This is an optimization exercise on Yosys and OpenROAD, whose aim is small area, not a production implementation.
No functional check of the RTL was part of any run shown here.
Power figures rest on the tool's default switching activity, not on a simulated workload.

==> design/flow/design.v <==
module Runner2048 (board_clk, VGA_R, VGA_G, VGA_B, hsync, vsync, clk, blank_n, rst, inputnums);
input board_clk, rst;
input [3:0] inputnums;
output hsync, vsync, clk, blank_n;
output [7:0] VGA_R, VGA_G, VGA_B;
reg a, clk_q;
always @(posedge board_clk or posedge rst)
	if (rst) begin a <= 1'b0; clk_q <= 1'b0; end
	else begin a <= ~a; clk_q <= a; end
assign clk = clk_q;
wire ce = a;
reg [9:0] x, y;
wire x_end = x[9] & x[8] & x[4] & x[3] & x[0];    
wire y_end = y[9] & y[3] & y[2] & y[0];           
always @(posedge board_clk or posedge rst)
	if (rst) begin x <= 10'd0; y <= 10'd0; end
	else if (ce) begin
		x <= x_end ? 10'd0 : x + 10'd1;
		if (x_end) y <= y_end ? 10'd0 : y + 10'd1;
	end
wire sa = (x >= 10'd1) && (x <= 10'd640) && (y < 10'd480);
assign blank_n = sa;
assign hsync = ~((x >= 10'd656) && (x <= 10'd747));
assign vsync = ~((x != 10'd0) ? (y == 10'd490 || y == 10'd491) : (y == 10'd491 || y == 10'd492));
wire [3:0] colv, rowv;
assign colv[0] = (x >= 10'd53)  && (x <= 10'd176);
assign colv[1] = (x >= 10'd178) && (x <= 10'd301);
assign colv[2] = (x >= 10'd303) && (x <= 10'd426);
assign colv[3] = (x >= 10'd428) && (x <= 10'd551);
assign rowv[0] = (y >= 10'd51)  && (y <= 10'd149);
assign rowv[1] = (y >= 10'd151) && (y <= 10'd249);
assign rowv[2] = (y >= 10'd251) && (y <= 10'd349);
assign rowv[3] = (y >= 10'd351) && (y <= 10'd449);
reg [63:0] B;    
reg [63:0] V;    
reg [2:0] state, NS;
reg tq;
localparam [2:0] START = 3'd0, MOVEUP = 3'd1, MOVEDOWN = 3'd2, MOVELEFT = 3'd3,
                 MOVERIGHT = 3'd4, REVERSETRANSLATE = 3'd5, CHECK = 3'd7;
function [63:0] transpose;
	input [63:0] A;
	integer r, c;
	begin
		for (r = 0; r < 4; r = r + 1)
			for (c = 0; c < 4; c = c + 1)
				transpose[(c*4+r)*4 +: 4] = A[(r*4+c)*4 +: 4];
	end
endfunction
function elig;
	input [3:0] T, S;
	elig = ((T == 4'd0) && (S != 4'd0)) || ((T == S) && (T != 4'd0) && (T != 4'd11));
endfunction
function [64:0] step_fwd;
	input [63:0] A;
	input blk;
	integer l, k;
	reg t;
	reg [3:0] T, S;
	begin
		step_fwd = {1'b0, A};
		t = blk;
		for (l = 0; l < 4; l = l + 1)
			for (k = 0; k < 3; k = k + 1) begin
				T = A[(l*4+k)*4 +: 4];
				S = A[(l*4+k+1)*4 +: 4];
				if (!t && elig(T, S)) begin
					step_fwd[(l*4+k)*4 +: 4] = (T == 4'd0) ? S : T + 4'd1;
					step_fwd[(l*4+k+1)*4 +: 4] = 4'd0;
					step_fwd[64] = 1'b1;
					t = 1'b1;
				end
			end
	end
endfunction
function [64:0] step_bwd;
	input [63:0] A;
	input blk;
	integer l, k;
	reg t;
	reg [3:0] T, S;
	begin
		step_bwd = {1'b0, A};
		t = blk;
		for (l = 0; l < 4; l = l + 1)
			for (k = 3; k > 0; k = k - 1) begin
				T = A[(l*4+k)*4 +: 4];
				S = A[(l*4+k-1)*4 +: 4];
				if (!t && elig(T, S)) begin
					step_bwd[(l*4+k)*4 +: 4] = (T == 4'd0) ? S : T + 4'd1;
					step_bwd[(l*4+k-1)*4 +: 4] = 4'd0;
					step_bwd[64] = 1'b1;
					t = 1'b1;
				end
			end
	end
endfunction
reg [63:0] Bn, Vn;
reg [2:0] NSn;
reg tn;
reg [64:0] st;
reg ins;
integer i;
always @* begin
	Bn = B; Vn = V; NSn = NS; tn = tq;
	st = 65'd0; ins = 1'b0;
	case (state)
		START:
			case (inputnums)
				4'b0111: NSn = MOVEUP;
				4'b1011: NSn = MOVEDOWN;
				4'b1101: NSn = MOVELEFT;
				4'b1110: NSn = MOVERIGHT;
				default: begin Vn = transpose(B); NSn = START; tn = 1'b0; end
			endcase
		REVERSETRANSLATE: begin Bn = transpose(V); tn = 1'b0; NSn = CHECK; end
		MOVEUP: begin
			st = step_fwd(V, tq); Vn = st[63:0];
			NSn = st[64] ? MOVEUP : REVERSETRANSLATE; tn = 1'b0;
		end
		MOVEDOWN: begin
			st = step_bwd(V, tq); Vn = st[63:0];
			NSn = st[64] ? MOVEDOWN : REVERSETRANSLATE; tn = 1'b0;
		end
		MOVELEFT: begin
			st = step_fwd(B, tq); Bn = st[63:0];
			NSn = st[64] ? MOVELEFT : CHECK; tn = 1'b0;
		end
		MOVERIGHT: begin
			st = step_bwd(B, tq); Bn = st[63:0];
			NSn = st[64] ? MOVERIGHT : CHECK; tn = 1'b0;
		end
		CHECK:
			if (inputnums == 4'b1111) begin
				ins = tq;
				for (i = 0; i < 16; i = i + 1)
					if (B[i*4 +: 4] == 4'd0 && !ins) begin
						Bn[i*4 +: 4] = 4'd1;
						ins = 1'b1;
					end
				tn = ins;
				NSn = START;
			end else
				NSn = CHECK;
		default: ;
	endcase
end
always @(posedge board_clk or posedge rst)
	if (rst) begin
		B <= 64'd0; V <= 64'd0; NS <= START; state <= START; tq <= 1'b0;
	end else begin
		B <= Bn; V <= Vn; NS <= NSn; state <= NS; tq <= tn;
	end
reg game_over, win;
integer r, c;
always @* begin
	game_over = 1'b1;
	win = 1'b0;
	for (i = 0; i < 16; i = i + 1) begin
		if (B[i*4 +: 4] == 4'd0) game_over = 1'b0;
		if (B[i*4 +: 4] == 4'd8) win = 1'b1;
	end
	for (r = 0; r < 4; r = r + 1)
		for (c = 0; c < 3; c = c + 1) begin
			if (B[(r*4+c)*4 +: 4] == B[(r*4+c+1)*4 +: 4]) game_over = 1'b0;
			if (B[(c*4+r)*4 +: 4] == B[((c+1)*4+r)*4 +: 4]) game_over = 1'b0;
		end
end
reg [3:0] tsel;
reg any;
always @* begin
	tsel = 4'd0;
	any = 1'b0;
	for (i = 0; i < 16; i = i + 1)
		if (rowv[i/4] && colv[i%4]) begin
			tsel = B[i*4 +: 4];
			any = 1'b1;
		end
end
reg Rn, Gn, Bcn;
always @* begin
	if (game_over) begin Rn = sa; Gn = 1'b0; Bcn = 1'b0; end
	else if (win) begin Rn = 1'b0; Gn = sa; Bcn = 1'b0; end
	else begin
		Rn = any && (tsel == 4'd0 || tsel == 4'd1 || tsel == 4'd4 || tsel == 4'd5);
		Gn = any && (tsel == 4'd0 || tsel == 4'd3 || tsel == 4'd5 || tsel == 4'd6);
		Bcn = any && (tsel == 4'd0 || tsel == 4'd2 || tsel == 4'd4 || tsel == 4'd6);
	end
end
reg R1, G1, B1, R2, G2, B2;
always @(posedge board_clk or posedge rst)
	if (rst) begin
		R1 <= 1'b0; G1 <= 1'b0; B1 <= 1'b0; R2 <= 1'b0; G2 <= 1'b0; B2 <= 1'b0;
	end else if (ce) begin
		R1 <= Rn; G1 <= Gn; B1 <= Bcn;
		R2 <= R1; G2 <= G1; B2 <= B1;
	end
assign VGA_R = {8{R2}};
assign VGA_G = {8{G2}};
assign VGA_B = {8{B2}};
endmodule
==> design/flow/run.sh <==
#!/bin/bash
# synth_recipe.tcl (not shown) runs the flow's synth.tcl, then flattens the netlist and writes it again
# the make line also repeats each setting of config.mk as NAME=value (left out here)
make -C /OpenROAD-flow-scripts/flow DESIGN_CONFIG=/design/flow/config.mk WORK_HOME=/design/flow/orfs CLKGATE_MAP_FILE= SYNTH_SCRIPT=/design/flow/synth_recipe.tcl finish
==> design/flow/config.mk <==
export PLATFORM = sky130hd
export DESIGN_NAME = Runner2048
export DESIGN_NICKNAME = Runner2048
export VERILOG_FILES = /design/flow/design.v
export SDC_FILE = /design/flow/constraint.sdc
export NUM_CORES = 4
export LEC_CHECK = 0
export CAP_MARGIN = 20
export CORE_MARGIN = 2
export CORE_UTILIZATION = 40
export SLEW_MARGIN = 20
==> design/flow/constraint.sdc <==
create_clock -name core_clock -period 20.0 [get_ports {board_clk}]
set_input_delay 4.0000 -clock core_clock [delete_from_list [all_inputs] [get_ports {board_clk}]]
set_output_delay 4.0000 -clock core_clock [all_outputs]
set_load 0.01 [all_outputs]
==> impl_metrics.yaml, run 1 <==
placement:
  dp_slack_ps: 12780
  place_hpwl_um: 52070
  place.gp.congestion: 1.048
  portBuffers: 33
clocking:
  postCtsSetupRepairBufs: 0
  cts_tree: "built"
  cts-root-buf: "clkbuf_16"
  cts_buffer_depth: 2
  worstSkewPairLatency_ps: 500
  cts.sinks: 163
  htreeDepth: 4
  ctsHoldBuffers: 0
  cts.clk_slew.worst_paths_ps: 70
  cts_buffers: 17
  cts_resized: 0
global_route:
  grt_use_total_pct: 29.75
  grt_antenna_before_repair: 0
  overflow: 0
  grt_pass1_vias: 17420
  grt_pass1_wl_um: 108600
  grt_max_degree: 69
die:
  die-area_um2: 47570
  io_pins: 34
  die_h_um: 218.1
  chipWidth_um: 218.1
  rows: 78
  start_util_pct: 40.50
  core_area_um2: 45280
timing:
  max_slew.worst_pin.slew_ps: 1166
  finalCriticalPeriod_ps: 7108
  max_freq_mhz: 140.7
  maxSlewHeadroom_pct: 21.17
  finalSetupTns_ps: 0
  drv_slew: 0
  setup_ws_ps: 12890
  setup_viol: 0
  clock_skew_ps: 13.73
  post-route-period-util_pct: 35.54
  rsz0062_at_grt: "false"
  final_hold_viol_count: 0
worst_setup_path:
  start_kind: "flip-flop"
  crit_path_end_kind: "primary output"
  cpPeakStageDelay_ps: 520
  arrival_ps: 3110
  critPathKind: "flip-flop to primary output"
  path_cells: "inv_1 > ha_1 > or3b_4 > nor3_1 > nand3_1 > nor3b_1 > a21oi_1 > o22ai_1 > nand4_1 > clkdlybuf4s50_1"
  worstPathRequired_ps: 16000
  crit_slowest_cell: "clkdlybuf4s50_1"
  path_max_fanout: 6
power_and_ir_drop:
  seqPwrFrac_pct: 26.5
  ir_worst_vdd_v: 0.00008499
  p_clk_share_pct: 8.9
  p_switching_mw: 2.201
  p_sw_share_pct: 58.15
  comb_power_share_pct: 64.6
  p_total_mw: 3.784
  power_density_nw_per_um2: 199.1
  p_int_mw: 1.584
  leakage_nw: 7.180
worst_hold_path:
  hold_path.class: "flip-flop to flip-flop"
routing:
  antenna_left: 0
  vias: 18960
  drtPass1Iterations: 7
  drtIter0Drc: 2484
  via_per_inst: 6.613
  post-route-drc-count: 0
  totalWireLength_um: 70730
  wl_per_cell_um: 24.67
run:
  maxCapViolations: 0
logic_synthesis:
  syn_inst: 2416
  ys_types: 110
  synth_adder_area_share_pct: 4.776
  synth_mux_area_share_pct: 2.791
  async_reset_ff_share_pct: 100.0
  synth.avg_cell_area_um2: 7.590
  synth_seq_cells: 163
  synth_flop_cell: "dfrtp_1"
  ys_seq_area_share_pct: 22.24
  synth_edf_count: 0
  syn_area_um2: 18340
  synth_nets: 2492
  yosysWarnings: 1
  synth_compound_area_share_pct: 29.47
  synth-simple-area-share_pct: 22.76
  synth_top_family_by_area: "compound AO/OA/AOI/OAI gates"
  synthXorXnorAreaFrac_pct: 9.123
finish:
  n_antenna_cell: 0
  drive_gt1_share_pct: 6.705
  nNetsFinal: 2330
  synthToLayoutAreaGrowth_pct: 3.664
  layout_common_cells: "nor2_1, a21oi_1, nand2_1"
  layout_commonest_cell: "nor2_1"
outcome:
  status: "no timing/DRC/antenna violations"
[per-stage QoR]
| step | std cells | instance area, µm² | hold WS (ps) | util, % |
|---|---|---|---|---|
| final | 2867 | 19010 | 373.1 | 41.98 |
| after floorplan | 2416 | 18340 | 346.3 | - |
| after global routing | 2867 | 19010 | 388.6 | 41.98 |
| after global placement | 2835 | 18440 | 351.4 | 40.72 |
| after detailed placement | 2835 | 18440 | 362.7 | 40.72 |
| after CTS | 2867 | 19010 | 377.2 | 41.98 |
[layer usage]
metal / vias up / GRT usage [%] / part of all wire, %
met2: 1032 / 45.74 / 45
met1: 9199 / 40.02 / 42
li1: 8523 / - / -
met4: 0 / 13.72 / 4.4
met3: 206 / 6.040 / 8.7
met5: - / 0 / 0
[path summary, 6_finish.rpt]
path,startpoint,end,slack [ps],depth (start not counted)
worst max-delay path,x[1]$_DFFE_PP0P_,vsync,12890,10
worst min-delay path,NS[1]$_DFFE_PP0P_,state[1]$_DFF_PP0_,370,0
worst max register to register,B[9]$_DFFE_PP0P_,B[27]$_DFFE_PP0P_,15440,11
worst min register to register,NS[1]$_DFFE_PP0P_,state[1]$_DFF_PP0_,370,0
max in group asynchronous,rst,B[23]$_DFFE_PP0P_,14800,3
min in group asynchronous,rst,V[38]$_DFFE_PP0P_,3990,2
[cells in the mapped netlist, types with 16 or more instances]
| master | number | area share (%) |
|---|---|---|
| a211oi_1 | 38 | 1.6 |
| buf_2 | 72 | 2.0 |
| o21ai_0 | 135 | 3.7 |
| o211ai_1 | 23 | 0.94 |
| o221ai_1 | 18 | 0.86 |
| a21oi_1 | 206 | 5.6 |
| a31oi_1 | 41 | 1.4 |
| xnor2_1 | 140 | 6.7 |
| nand2b_1 | 18 | 0.61 |
| dfrtp_1 | 163 | 22 |
| clkbuf_1 | 109 | 2.2 |
| a221oi_1 | 25 | 1.2 |
| o31ai_1 | 16 | 0.66 |
| nor4_1 | 21 | 0.72 |
| xor2_1 | 51 | 2.4 |
| and3_1 | 21 | 0.72 |
| a22oi_1 | 42 | 1.7 |
| nand4_1 | 58 | 2.0 |
| mux2i_1 | 35 | 1.9 |
| nor3_1 | 47 | 1.3 |
| nor2b_1 | 20 | 0.68 |
| o22ai_1 | 61 | 2.1 |
| buf_4 | 35 | 1.4 |
| inv_1 | 123 | 2.5 |
| ha_1 | 70 | 4.8 |
| a21o_1 | 16 | 0.66 |
| nand3_1 | 58 | 1.6 |
| nand2_1 | 203 | 4.2 |
| nor2_1 | 220 | 4.5 |
[registers in the layout, summed over array words and instances (netlist names)]
name / cells
state: 3
clk_q: 1
x: 10
R2: 1
B: 64
B1: 1
G1: 1
G2: 1
y: 10
tq: 1
NS: 3
V: 64
R1: 1
B2: 1
a: 1
[cell families after synthesis]
logic type	after synthesis
and+or+nand+nor	792
AOI/OAI and AO/OA	792
buffers and inverters	359
xor gates and xnor gates	191
DFF	163
muxes	49
adders and majority gates	70
[power groups by stage]
| stage | clock network, mW | logic [mW] | registers [mW] |
|---|---|---|---|
| after floorplan | 0 | 2.07 | 0.547 |
| after global placement | 0 | 2.33 | 0.991 |
| after detailed placement | 0 | 2.36 | 0.995 |
| after CTS | 0.345 | 2.37 | 0.987 |
| after global routing | 0.357 | 2.65 | 1.03 |
| final | 0.338 | 2.44 | 1.00 |
[worst max-delay path: cells and delay by family, from the launching register on]
family | cells | cell delay [ps]
AND/OR/NAND/NOR | 5 | 1170
buffers and inverters | 2 | 640
flip-flops | 1 | 430
adder cells (fa/ha/maj) | 1 | 190
AO/OA/AOI/OAI | 2 | 180
[final cells by class]
cell class                 instances  area [µm²]
fill                            4655       26270
tap                              600       750.7
clock inverter                    11       110.1
inverter                         123       466.7
multi-input combinational       1894       12650
timing repair buffer              55       495.5
sequential                       163        4079
clock buffer                      21       460.4
==> inputs of run 2 (changes only) <==
--- a/design/flow/config.mk
+++ b/design/flow/config.mk
@@ -5,7 +5,8 @@
 export SDC_FILE = /design/flow/constraint.sdc
 export NUM_CORES = 4
 export LEC_CHECK = 0
+export ABC_AREA = 1
 export CAP_MARGIN = 20
 export CORE_MARGIN = 2
-export CORE_UTILIZATION = 40
+export CORE_UTILIZATION = 65
 export SLEW_MARGIN = 20
==> run 2 against run 1 <==
  * Core utilization increased by 27 points
  * Still clean
  * Sequential share of layout area up 1.0 points
  * Non-clock buffer count shrank 8
  * Die area decreased by 41%
  * Critical path type unchanged
  * Synthesized area is 5.1% lower
  * Via count is 8.8% higher
  * Sequential power is 22% lower
  * Synthesized cell count is 11% higher
  * Critical path depth down 2
  * Clock power is 4% higher
  * Setup slack improved by 410 ps
  * Maximum frequency up 6.2%
==> impl_metrics.yaml, run 2 <==
outcome:
  status: "no timing/DRC/antenna violations"
power_and_ir_drop:
  leakage_nw: 8.149
  power_density_nw_per_um2: 205.0
  ir_worst_vdd_v: 0.0001666
run:
  maxCapViolations: 0
logic_synthesis:
  synth_nets: 2746
  yosysWarnings: 1
  synth.avg_cell_area_um2: 6.517
  synth_seq_cells: 163
  synthDominantCellAreaShare_pct: 23.44
  ys_seq_area_share_pct: 23.44
  synth_commonest_cells: "nand2_1, o21ai_0, inv_1"
  syn_area_um2: 17400
  synth_edf_count: 0
  synth_flop_cell: "dfrtp_1"
  ys_types: 77
  async_reset_ff_share_pct: 100.0
  synth.area.top_cells: "dfrtp_1, o21ai_0, nand2_1"
  syn_inst: 2670
  yosysMostFrequentCell: "nand2_1"
  synth.largest_area_cell: "dfrtp_1"
timing:
  holdWs_ps: 379.9
  final_hold_viol_count: 0
  max_freq_mhz: 149.3
  post-route-period-util_pct: 33.48
  finalSetupTns_ps: 0
  max_slew.worst_pin.slew_ps: 1210
  setup_viol: 0
  drv_slew: 0
  clock_skew_ps: 17.38
  maxSlewHeadroom_pct: 18.60
  rsz0062_at_grt: "false"
  finalCriticalPeriod_ps: 6696
clocking:
  ctsHoldBuffers: 0
  htreeDepth: 4
  postCtsSetupRepairBufs: 0
  cts_buffers: 17
  cts_tree: "built"
  worstSkewPairLatency_ps: 460
  cts.clk_slew.worst_paths_ps: 80
  cts_buffer_depth: 2
  cts-root-buf: "clkbuf_16"
  cts_resized: 0
  cts.sinks: 163
die:
  rows: 59
  die-area_um2: 28090
  die_h_um: 167.6
  start_util_pct: 66.39
  core_area_um2: 26210
  io_pins: 34
  chipWidth_um: 167.6
finish:
  final_cells: 2937
  top_regs: "B x64, V x64"
  synthToLayoutAreaGrowth_pct: 4.322
  layout_common_cells: "nand2_1, o21ai_0, inv_1"
  drive_gt1_share_pct: 5.690
  nNetsFinal: 2664
  fin_util_pct: 69.26
  layout_commonest_cell: "nand2_1"
routing:
  totalWireLength_um: 67410
  antenna_left: 0
  via_per_inst: 7.021
  post-route-drc-count: 0
  wl_per_cell_um: 22.95
  vias: 20620
  drtPass1Iterations: 12
  drtIter0Drc: 3501
global_route:
  grt_antenna_before_repair: 4
  overflow: 0
  grt_pass1_vias: 19100
  grt_max_degree: 108
  grt_use_total_pct: 47.44
  grt_pass1_wl_um: 104900
worst_setup_path:
  crit_path_end_kind: "primary output"
  critPathKind: "flip-flop to primary output"
  path_cells: "nor2_1 > nand2_1 > nor3_1 > o21ai_0 > nand2_1 > o21ai_0 > nand4_1 > clkdlybuf4s50_1"
  worstPathRequired_ps: 16000
  cpPeakStageDelay_ps: 550
  arrival_ps: 2700
  crit_slowest_cell: "clkdlybuf4s50_1"
  start_kind: "flip-flop"
  path_max_fanout: 12
worst_hold_path:
  hold_path.class: "flip-flop to flip-flop"
placement:
  place.gp.congestion: 1.031
  place_hpwl_um: 48810
  portBuffers: 33
  dp_cells: 2903
## run 2: cell count changes after synthesis, sizes merged, moves of 34 or more
| cell | delta |
|---|---|
| nand2 | +245 |
| a211oi | -36 |
| nor2 | +34 |
| o21ai | +264 |
| a22oi | -38 |
| nor3 | +34 |
| inv | +217 |
| xnor2 | -90 |
| a21oi | -101 |
| buf | -64 |
| xor2 | +35 |
| nand3 | +93 |
## run 2: cell families (layout without fill, tap and decap cells)
logic type | count (synthesis) | in the layout | synth area share (%)
AO/OA/AOI/OAI | 755 | 755 | 25.80
XOR/XNOR | 136 | 136 | 6.846
adder cells (fa/ha/maj) | 70 | 70 | 5.034
buffers and inverters | 497 | 428 | 11.79
flip-flops | 163 | 163 | 23.44
multiplexers | 2 | 2 | 0.1151
other | 0 | 1 | 0
AND/OR/NAND/NOR | 1047 | 1047 | 26.97
## run 2: area by class of cell
cell class | count | area [µm²]
inverters | 349 | 1328
clock inverters | 14 | 148.9
flip-flops and latches | 163 | 4079
fillers | 2303 | 8055
diodes | 1 | 2.502
clock buffers | 18 | 439.2
repair buffers | 47 | 455.4
multi-input cells | 2010 | 11280
well taps | 335 | 419.2
## run 2: through the flow
| step | area (µm²) | setup WS, ps | total power [mW] |
|---|---|---|---|
| after CTS | 18120 | 13360 | 3.536 |
| after floorplan | 17400 | 11600 | 2.439 |
| after global placement | 17530 | 13590 | 3.113 |
| final | 18150 | 13300 | 3.721 |
| after detailed placement | 17530 | 13490 | 3.179 |
| after global routing | 18150 | 13220 | 3.905 |
## run 2: critical path: cells and delay by family (launching register included)
kind            cells  cell delay [ps]
buf+inv             1              550
compound gates      2              230
simple gates        5              960
flops               1              510
## run 2: final timing paths
| check | from | to | slack, ps | cells after the start |
|---|---|---|---|---|
| setup reg to reg | V[5]$_DFFE_PP0P_ | V[55]$_DFFE_PP0P_ | 15240 | 20 |
| min in group asynchronous | rst | y[8]$_DFFE_PP0P_ | 3900 | 2 |
| max in group asynchronous | rst | V[38]$_DFFE_PP0P_ | 14530 | 4 |
| hold reg to reg | NS[1]$_DFFE_PP0P_ | state[1]$_DFF_PP0_ | 380 | 0 |
| setup / recovery | x[8]$_DFFE_PP0P_ | vsync | 13300 | 8 |
| hold / removal | NS[1]$_DFFE_PP0P_ | state[1]$_DFF_PP0_ | 380 | 0 |
## run 2: power by group
| group | internal, mW | total, mW | switching [mW] |
|---|---|---|---|
| combinational | 0.760 | 2.59 | 1.83 |
| sequential | 0.442 | 0.778 | 0.336 |
| clock | 0.171 | 0.350 | 0.179 |
| total | 1.37 | 3.72 | 2.35 |
## run 2: metal layers
metal	GRT usage [%]	vias up	share of wire, %
met5	0	-	0.076
met4	28.58	8	6.7
met3	14.75	428	15
met2	70.61	1838	42
li1	-	8950	-
met1	60.53	9398	36

==> re-timing with driven ports <==
The results above use ideal ports. As a check the final layouts listed here were re-extracted and re-timed, cells and wires unchanged.
Step 1: set_driving_cell puts a clkbuf_16 on board_clk and a buf_2 on each other input, an assumption about the parent block.
Step 2 moves the port delays by t, midway between the first and last clock arrival at a register: inputs arrive t later, outputs are due t later. That takes back most of the time a late clock gives input paths.
Slacks: no drivers / after step 1 / after step 2; pairs: no drivers / after step 1.
| run | t, ns | slack for setup (ns) | hold slack, ns | worst register clock-pin slew, ns | cell pins on the clock port's net |
|---|---|---|---|---|---|
| run 1 | 0.544 | 12.892 / 12.836 / 12.707 | 0.373 / 0.373 / 0.373 | 0.07 / 0.07 | 1 |
| run 2 | 0.504 | 13.304 / 13.252 / 13.265 | 0.380 / 0.380 / 0.380 | 0.09 / 0.09 | 1 |
After both steps setup and hold are still met in every run listed. For run 1, which loses most, drivers alone change the setup slack by -0.056 ns; drivers and shift together by -0.185 ns.
